This design comes from an exercise in tuning for small area, a short achievable clock period and few clock cycles per item on the open sky130 flow, not from production work.
In this exercise RTL edits were held to simulation tests only and were not proved equivalent to the original.
No activity file was given, so power comes from the tool's default toggle rates.

north:
Design non_restoring_div, start of the top module:
module non_restoring_div #(parameter N = 16) (
    input  logic clk, rst_n, start,
    input  logic [N-1:0] dividend, divisor,
    output logic [N-1:0] quotient, remainder,
    output logic ready
);
    localparam W = $clog2(N);
    function automatic logic [3:0] lead16(input logic [15:0] x);
        logic [3:0] v;
        logic [1:0] e [4];
        for (int k = 0; k < 4; k++) begin
            v[k] = |x[4*k +: 4];
            e[k] = x[4*k+3] ? 2'd3 : x[4*k+2] ? 2'd2 : x[4*k+1] ? 2'd1 : 2'd0;
        end
        lead16[3] = v[3] | v[2];
        lead16[2] = v[3] | (!v[2] & v[1]);
        lead16[1:0] = v[3] ? e[3] : v[2] ? e[2] : v[1] ? e[1] : e[0];
    endfunction
    function automatic logic [N:0] sub(input logic [N-1:0] x, y, input int M);
        logic [N-1:0] g, p;
        g = ~x & y;
        p = ~(x ^ y);
        for (int l = 0; (2 << l) <= M; l++)
            for (int i = 0; i < M; i++)
                if ((i + 1) % (2 << l) == 0) begin
                    g[i] = g[i] | (p[i] & g[i - (1 << l)]);
                    p[i] = p[i] & p[i - (1 << l)];
                end
        for (int l = $clog2(M) - 2; l >= 0; l--)
            for (int i = 0; i < M; i++)
                if ((i + 1) % (2 << l) == (1 << l) && i >= (2 << l)) begin
                    g[i] = g[i] | (p[i] & g[i - (1 << l)]);
                    p[i] = p[i] & p[i - (1 << l)];
                end
        sub = '0;
        sub[M] = g[M-1];
        sub[N-1:0] = x ^ y ^ {g[N-2:0], 1'b0};
    endfunction
    logic [N-1:0] r, d, q;
    logic [W-1:0] cnt;
    logic         busy, align;
    logic [N:0]   s;
    logic         below, accept, last;
  ...
Settings: LEC_CHECK=0, ABC_AREA=1, CAP_MARGIN=20, CORE_MARGIN=2, CORE_UTILIZATION=40, PLACE_DENSITY=0.75, SETUP_SLACK_MARGIN=2.2, SLEW_MARGIN=20; clock period 5.0 ns.
standard.sh (not shown) runs the stock make flow with config.mk's settings and CLKGATE_MAP_FILE= SYNTH_SCRIPT=/design/flow/synth_recipe.tcl, a recipe that flattens the netlist after the stock synthesis.
==> flow/flow/run.sh <==
#!/bin/bash
set -euo pipefail
export BUFFER_PORTS_ARGS="-buffer_cell sky130_fd_sc_hd__buf_1"
bash standard.sh ADDER_MAP_FILE= finish > flow.log 2>&1
Having completed the whole flow, north delivered a layout that passed the timing, design-rule and antenna checks.
Testbench counts of north, summed over its fixed seeds: cycles 14,556, items 3,200.
Relative to north, the following input files were edited for south:
Settings: PLACE_DENSITY removed (was 0.75); ABC_AREA removed (was 1); SETUP_SLACK_MARGIN changed from 2.2 to 2.0; ABC_CLOCK_PERIOD_IN_PS newly set to 2500.
==> flow/flow/run.sh <==
#!/bin/bash
set -euo pipefail
export BUFFER_PORTS_ARGS="-buffer_cell sky130_fd_sc_hd__buf_2"
bash standard.sh > flow.log 2>&1
==> comparison <==
- Taking north as the reference point, the global-route usage of south rises by 0.34 points.
- Comparing the two runs side by side, south comes out behind north on highest ir drop seen on vdd.
- Between south and north, it is south whose number of clock buffer instances in the layout is higher, by 1.
- Lower least setup slack across all paths after layout was reported by south, not north.
- Between south and north, it is south whose synthesized cell count is lower, by 148.
Here is what was changed in the inputs of east compared with south.
Settings: an added PLACE_DENSITY of 0.75; an added ABC_AREA of 1; a change of CORE_UTILIZATION from 40 to 55; a change of SETUP_SLACK_MARGIN from 2.0 to 2.65; a deleted ABC_CLOCK_PERIOD_IN_PS that had been 2500.
==> flow/flow/run.sh <==
#!/bin/bash
set -euo pipefail
export BUFFER_PORTS_ARGS="-buffer_cell sky130_fd_sc_hd__buf_1"
bash standard.sh ADDER_MAP_FILE= finish > flow.log 2>&1
### Flow results
east reports its end point of the critical path as cnt[3]$_DFF_P_ while south reports cnt[2]$_DFF_P_.
| aggregate routed wire length | higher: south |
east vs south, class of the most critical hold timing path: register to register vs input pin to asynchronous set/reset pin
Looking at most frequent standard cell in the layout excluding fill and tap cells, the nand2_1 result is from east; the buf_2 one comes from south.
The higher x dimension of the die came out of south.
Taking south as the reference, in east non-clock inverter total of the final layout rose 60, maximum fanout along the worst path increased by 2 relative to the old numbers, critical path depth went up by 3.
--- input diff east..west ---
Settings: PLACE_DENSITY removed (was 0.75); ABC_AREA removed (was 1); SETUP_SLACK_MARGIN changed from 2.65 to 2.5; ABC_CLOCK_PERIOD_IN_PS newly set to 2500; CORE_UTILIZATION changed from 55 to 40.
==> flow/flow/run.sh <==
#!/bin/bash
set -euo pipefail
export BUFFER_PORTS_ARGS="-buffer_cell sky130_fd_sc_hd__buf_2"
bash standard.sh ADDER_MAP_FILE= finish > flow.log 2>&1
==> results.txt <==
- Of east and west, the higher fmax belongs to east.
- The insertion delay to the later sink of the worst-skew pair on east is in line with that on west.
- Looking only at number of well taps, and setting everything else aside, the higher value of east and west goes to west.
- Comparing worst path setup slack after routing for east and west, the bigger number came from east.
- Comparing east and west, the higher proportion of cell area occupied by registers was measured on east.
> inputs changed (west -> middle)
Settings: ABC_AREA newly set to 1; SETUP_SLACK_MARGIN changed from 2.5 to 2.4; ABC_CLOCK_PERIOD_IN_PS removed (was 2500); PLACE_DENSITY newly set to 0.75.
==> flow/flow/run.sh <==
#!/bin/bash
set -euo pipefail
export BUFFER_PORTS_ARGS="-buffer_cell sky130_fd_sc_hd__buf_1"
bash standard.sh ADDER_MAP_FILE= finish > flow.log 2>&1
==> comparison <==
middle reached the final stage; the timing, design-rule and antenna checks on its layout passed. Re number of max-slew violations in the final report: no difference whatsoever between west and middle. Against west, internal portion of total power in middle fell by more than 10%. Cell area | middle vs west | middle smaller. Of the two values seen for start-to-end type of the worst setup path, input pin to register was produced by west and register to register by middle. Per the comparison of middle with west, maximum fanout along the worst path climbed 12, final cell count climbed 145, final critical-path share of the clock period dropped 8.6 points. [middle] complex-gate fraction of the synthesized area rose 0.48 points relative to west.


Another version of the RTL of non_restoring_div (not shown whole).
Size: about 55 flip-flops, ~3600 um^2 of cells after synthesis.
Settings: LEC_CHECK=0, ABC_AREA=1, CAP_MARGIN=20, CORE_MARGIN=2, CORE_UTILIZATION=50, PLACE_DENSITY=0.85, SETUP_SLACK_MARGIN=2.55, SLEW_MARGIN=20; clock period 5.0 ns.
==> flow/flow/run.sh <==
#!/bin/bash
set -euo pipefail
export BUFFER_PORTS_ARGS="-buffer_cell sky130_fd_sc_hd__buf_1"
bash standard.sh ADDER_MAP_FILE= finish > flow.log 2>&1
The starting point ran to the end with no violations.
Testbench counts at the start, summed over its fixed seeds: cycles 14,351, items 3,200.
Next try:
SETUP_SLACK_MARGIN = 2.6   (was 2.55)
SLEW_MARGIN = 70   (was 20)
=>
- The new run ran to the end with no violations
- register-to-register slack is about the same
- power went up by 0.77%
- area after synthesis stays the same
Next try:
CORE_UTILIZATION = 60   (was 50)
PLACE_DENSITY = 0.9   (was 0.85)
SLEW_MARGIN = 20   (was 70)
Effect: The changed run finished clean; worst setup slack gets worse by 25 ps; first-iteration DRC count is higher by about 20%; hold slack loses 3.3 ps; die area goes down by about 16%; via count came out higher by about 1.1%; clock skew drops by 6.6 ps; fmax decreases by 1.1%; sequential cell count does not change; critical path depth came out lower by 2; wire length fell by 0.45%.
Next try:
CORE_UTILIZATION = 50   (was 60)
GPL_TIMING_DRIVEN = 0   (was unset)
PLACE_DENSITY = 0.85   (was 0.9)
SETUP_SLACK_MARGIN = 2.65   (was 2.6)
Result: The changed run went through all stages and came out clean; die area grows by about a fifth; wire length rises by roughly a tenth; design area rose by a few percent.


non_restoring_div again, from the RTL that the note above started with.
## non_restoring_div
module non_restoring_div #(parameter N = 16) (
    input  logic clk, rst_n, start,
    input  logic [N-1:0] dividend, divisor,
    output logic [N-1:0] quotient, remainder,
    output logic ready
);
export LEC_CHECK = 0
export ABC_AREA = 1
export CAP_MARGIN = 20
export CORE_MARGIN = 2
export CORE_UTILIZATION = 40
export PLACE_DENSITY = 0.85
export SETUP_SLACK_MARGIN = 2.6
export SLEW_MARGIN = 20
create_clock -name core_clock -period 5.0 [get_ports {clk}]
Scripts as last shown in full above: flow/flow/run.sh
The first run completed without violations.
Testbench counts at the start, summed over its fixed seeds: cycles 14,351, items 3,200.
Change:
Settings changed: PLACE_DENSITY 0.85 to 0.8, SETUP_SLACK_MARGIN 2.6 to 2.65.
After rerunning:
- The new run passed the timing, design-rule and antenna checks
- sequential power decreases by about 1%
- worst hold slack improved by 0.0073 ns
- total power increases by 1.5%
- global-route usage increases by 0.42 points
- area after synthesis does not change
Change:
Settings changed: CORE_UTILIZATION 40 to 45, PLACE_DENSITY 0.8 to 0.85, SETUP_SLACK_MARGIN 2.65 to 2.6.
=> Global-route usage grows by 2.6 points; critical path depth goes down by 8; die area decreases by 11%; count of clock-buffer cells in the layout does not change; sequential share of layout area climbs by 0.52 points.


Starting RTL as in the previous note.
==> flow/design.v (excerpt) <==
module non_restoring_div #(parameter N = 16) (
    input  logic clk, rst_n, start,
    input  logic [N-1:0] dividend, divisor,
    output logic [N-1:0] quotient, remainder,
    output logic ready
);
Settings: LEC_CHECK=0, ABC_AREA=1, CAP_MARGIN=20, CORE_MARGIN=2, CORE_UTILIZATION=50, PLACE_DENSITY=0.85, SETUP_SLACK_MARGIN=2.6, SLEW_MARGIN=85; clock period 5.0 ns.
Scripts as last shown in full above: flow/flow/run.sh
Testbench counts at the start, summed over its fixed seeds: cycles 14,351, items 3,200.
Next try:
==> flow/flow/run.sh (replaced) <==
#!/bin/bash
set -euo pipefail
W=$PWD
S=$FLOW_HOME/scripts
mkdir -p "$W/mysyn"
sed "s#set abc_script \$::env(SCRIPTS_DIR)/abc_area.script#set abc_script $W/flow/abc.script#" \
  "$S/synth_preamble.tcl" > "$W/mysyn/synth_preamble.tcl"
sed "s#source \$::env(SCRIPTS_DIR)/synth_preamble.tcl#source $W/mysyn/synth_preamble.tcl#" \
  "$S/synth.tcl" > "$W/mysyn/synth.tcl"
sed "s#source \$::env(SCRIPTS_DIR)/synth.tcl#source $W/mysyn/synth.tcl#" \
  "$W/synth_recipe.tcl" > "$W/mysyn/synth_recipe.tcl"
grep -q "$W/flow/abc.script" "$W/mysyn/synth_preamble.tcl"
grep -q "$W/mysyn/synth_preamble.tcl" "$W/mysyn/synth.tcl"
grep -q "$W/mysyn/synth.tcl" "$W/mysyn/synth_recipe.tcl"
export BUFFER_PORTS_ARGS="-buffer_cell sky130_fd_sc_hd__buf_1"
bash standard.sh ADDER_MAP_FILE= SYNTH_SCRIPT="$W/mysyn/synth_recipe.tcl" finish > flow.log 2>&1
==> flow/flow/abc.script (new file) <==
strash
dch -f
map -B 0.9
topo
stime -c
buffer -c
upsize -c
dnsize -c
--- a/flow/config.mk
+++ b/flow/config.mk
@@ -9,6 +9,6 @@
 export CAP_MARGIN = 20
 export CORE_MARGIN = 2
-export CORE_UTILIZATION = 50
+export CORE_UTILIZATION = 40
 export PLACE_DENSITY = 0.85
 export SETUP_SLACK_MARGIN = 2.6
-export SLEW_MARGIN = 85
+export SLEW_MARGIN = 20
Result: Worst hold slack gains 0.011 ns. Utilization goes down by 20 points. Worst setup slack improved by 0.039 ns. Global-route usage drops by 7.5 points. Combinational power goes down by about a fifth. Clock skew barely changes. Routed wire length is lower by roughly a tenth. Via count is lower by a little under a tenth.
Next try:
==> flow/flow/run.sh (replaced) <==
#!/bin/bash
set -euo pipefail
export BUFFER_PORTS_ARGS="-buffer_cell sky130_fd_sc_hd__buf_1"
bash standard.sh ADDER_MAP_FILE= finish > flow.log 2>&1
--- a/flow/config.mk
+++ b/flow/config.mk
@@ -9,6 +9,6 @@
 export CAP_MARGIN = 20
 export CORE_MARGIN = 2
-export CORE_UTILIZATION = 40
+export CORE_UTILIZATION = 50
 export PLACE_DENSITY = 0.85
-export SETUP_SLACK_MARGIN = 2.6
+export SETUP_SLACK_MARGIN = 2.7
 export SLEW_MARGIN = 20
removed: flow/flow/abc.script
Worst setup slack improves by 0.11 ns.
Core utilization came out higher by 13 points.
Non-clock buffer count grows by 4.
Routed wire length goes up by a few percent.
Via count goes up by a few percent.
Next try:
==> flow/flow/run.sh (replaced) <==
#!/bin/bash
set -euo pipefail
W=$PWD
S=$FLOW_HOME/scripts
mkdir -p "$W/mysyn"
sed "s#set abc_script \$::env(SCRIPTS_DIR)/abc_area.script#set abc_script $W/flow/abc.script#" \
  "$S/synth_preamble.tcl" > "$W/mysyn/synth_preamble.tcl"
sed "s#source \$::env(SCRIPTS_DIR)/synth_preamble.tcl#source $W/mysyn/synth_preamble.tcl#" \
  "$S/synth.tcl" > "$W/mysyn/synth.tcl"
sed "s#source \$::env(SCRIPTS_DIR)/synth.tcl#source $W/mysyn/synth.tcl#" \
  "$W/synth_recipe.tcl" > "$W/mysyn/synth_recipe.tcl"
grep -q "$W/flow/abc.script" "$W/mysyn/synth_preamble.tcl"
grep -q "$W/mysyn/synth_preamble.tcl" "$W/mysyn/synth.tcl"
grep -q "$W/mysyn/synth.tcl" "$W/mysyn/synth_recipe.tcl"
export BUFFER_PORTS_ARGS="-buffer_cell sky130_fd_sc_hd__buf_1"
bash standard.sh ADDER_MAP_FILE= SYNTH_SCRIPT="$W/mysyn/synth_recipe.tcl" finish > flow.log 2>&1
==> flow/flow/abc.script (new file) <==
strash
dch
map -B 0.9
topo
stime -c
--- a/flow/config.mk
+++ b/flow/config.mk
@@ -9,6 +9,6 @@
 export CAP_MARGIN = 20
 export CORE_MARGIN = 2
-export CORE_UTILIZATION = 50
+export CORE_UTILIZATION = 40
 export PLACE_DENSITY = 0.85
-export SETUP_SLACK_MARGIN = 2.7
+export SETUP_SLACK_MARGIN = 2.6
 export SLEW_MARGIN = 20
Outcome: The changed run went through all stages and came out clean; power went down by 0.93%; worst setup slack degrades by 0.083 ns; non-clock buffer count goes down by 3; utilization goes down by 8.9 points; sequential share of layout area went up by 0.54 points; design area drops by 1.5%; sequential cell count stays the same; synthesized area is lower by 4.7%; wire length is about the same; die area goes up by 18%.
Next try:
==> flow/flow/run.sh (replaced) <==
#!/bin/bash
set -euo pipefail
export BUFFER_PORTS_ARGS="-buffer_cell sky130_fd_sc_hd__buf_1"
bash standard.sh ADDER_MAP_FILE= finish > flow.log 2>&1
--- a/flow/config.mk
+++ b/flow/config.mk
@@ -9,5 +9,5 @@
 export CAP_MARGIN = 20
 export CORE_MARGIN = 2
-export CORE_UTILIZATION = 40
+export CORE_UTILIZATION = 50
 export PLACE_DENSITY = 0.85
 export SETUP_SLACK_MARGIN = 2.6
removed: flow/flow/abc.script
Result: Power came out lower by 0.54%. Global-route usage climbs by 4.1 points. Via count drops by 0.34%. Final area hardly moves. Wire length came out lower by 1.1%. Worst setup slack improved by 0.065 ns. Core utilization rises by 7.9 points. Die area is lower by 15%.

port drivers added, routing unchanged:
The results above use ideal ports. As a check the final layouts listed here were re-extracted and re-timed, cells and wires unchanged. Step 1, drivers: a clkbuf_16 drives clk and a buf_2 each remaining input, both assumed. Step 2 also shifts input and output timing later by t, the mid clock arrival at the registers, as if the neighbouring blocks saw the same clock. a / b / c = no drivers / after step 1 / after step 2; a / b = the first two.
run	shift t [ns]	slack for setup (ns)	hold slack, ns	clock arrival spread, ns	pins driven straight from the clock port
north	0.348	2.645 / 2.645 / 2.353	0.436 / 0.436 / 0.436	0.008 / 0.009	1
south	0.338	2.061 / 2.051 / 1.713	0.450 / 0.443 / 0.465	0.019 / 0.018	1
east	0.345	2.770 / 2.779 / 2.434	0.437 / 0.437 / 0.437	0.012 / 0.013	1
west	0.355	2.213 / 2.210 / 1.855	0.436 / 0.424 / 0.469	0.012 / 0.012	1
middle	0.348	2.645 / 2.645 / 2.353	0.436 / 0.436 / 0.436	0.008 / 0.009	1
the first run of note 2	0.350	2.751 / 2.751 / 2.448	0.439 / 0.439 / 0.444	0.008 / 0.008	1
the second run of note 2	0.354	2.763 / 2.763 / 2.427	0.437 / 0.435 / 0.437	0.017 / 0.017	1
the third run of note 2	0.345	2.738 / 2.748 / 2.403	0.433 / 0.433 / 0.433	0.011 / 0.011	1
the fourth run of note 2	0.353	2.802 / 2.811 / 2.458	0.438 / 0.438 / 0.438	0.016 / 0.016	1
the first run of note 3	0.350	2.746 / 2.751 / 2.402	0.431 / 0.431 / 0.431	0.015 / 0.015	1
the second run of note 3	0.340	2.758 / 2.764 / 2.425	0.438 / 0.438 / 0.438	0.016 / 0.017	1
the third run of note 3	0.345	2.653 / 2.653 / 2.361	0.440 / 0.443 / 0.446	0.011 / 0.012	1
the first run of note 4	0.354	2.669 / 2.669 / 2.387	0.425 / 0.431 / 0.431	0.015 / 0.015	1
the second run of note 4	0.346	2.707 / 2.710 / 2.364	0.437 / 0.437 / 0.437	0.013 / 0.014	1
the third run of note 4	0.351	2.816 / 2.816 / 2.489	0.441 / 0.441 / 0.443	0.010 / 0.010	1
the fourth run of note 4	0.339	2.733 / 2.733 / 2.475	0.447 / 0.442 / 0.447	0.013 / 0.013	1
the fifth run of note 4	0.351	2.798 / 2.802 / 2.458	0.439 / 0.440 / 0.444	0.008 / 0.008	1
After both steps setup and hold are still met in every run listed. For west, which loses most, drivers alone change the setup slack by -0.003 ns; drivers and shift together by -0.358 ns.
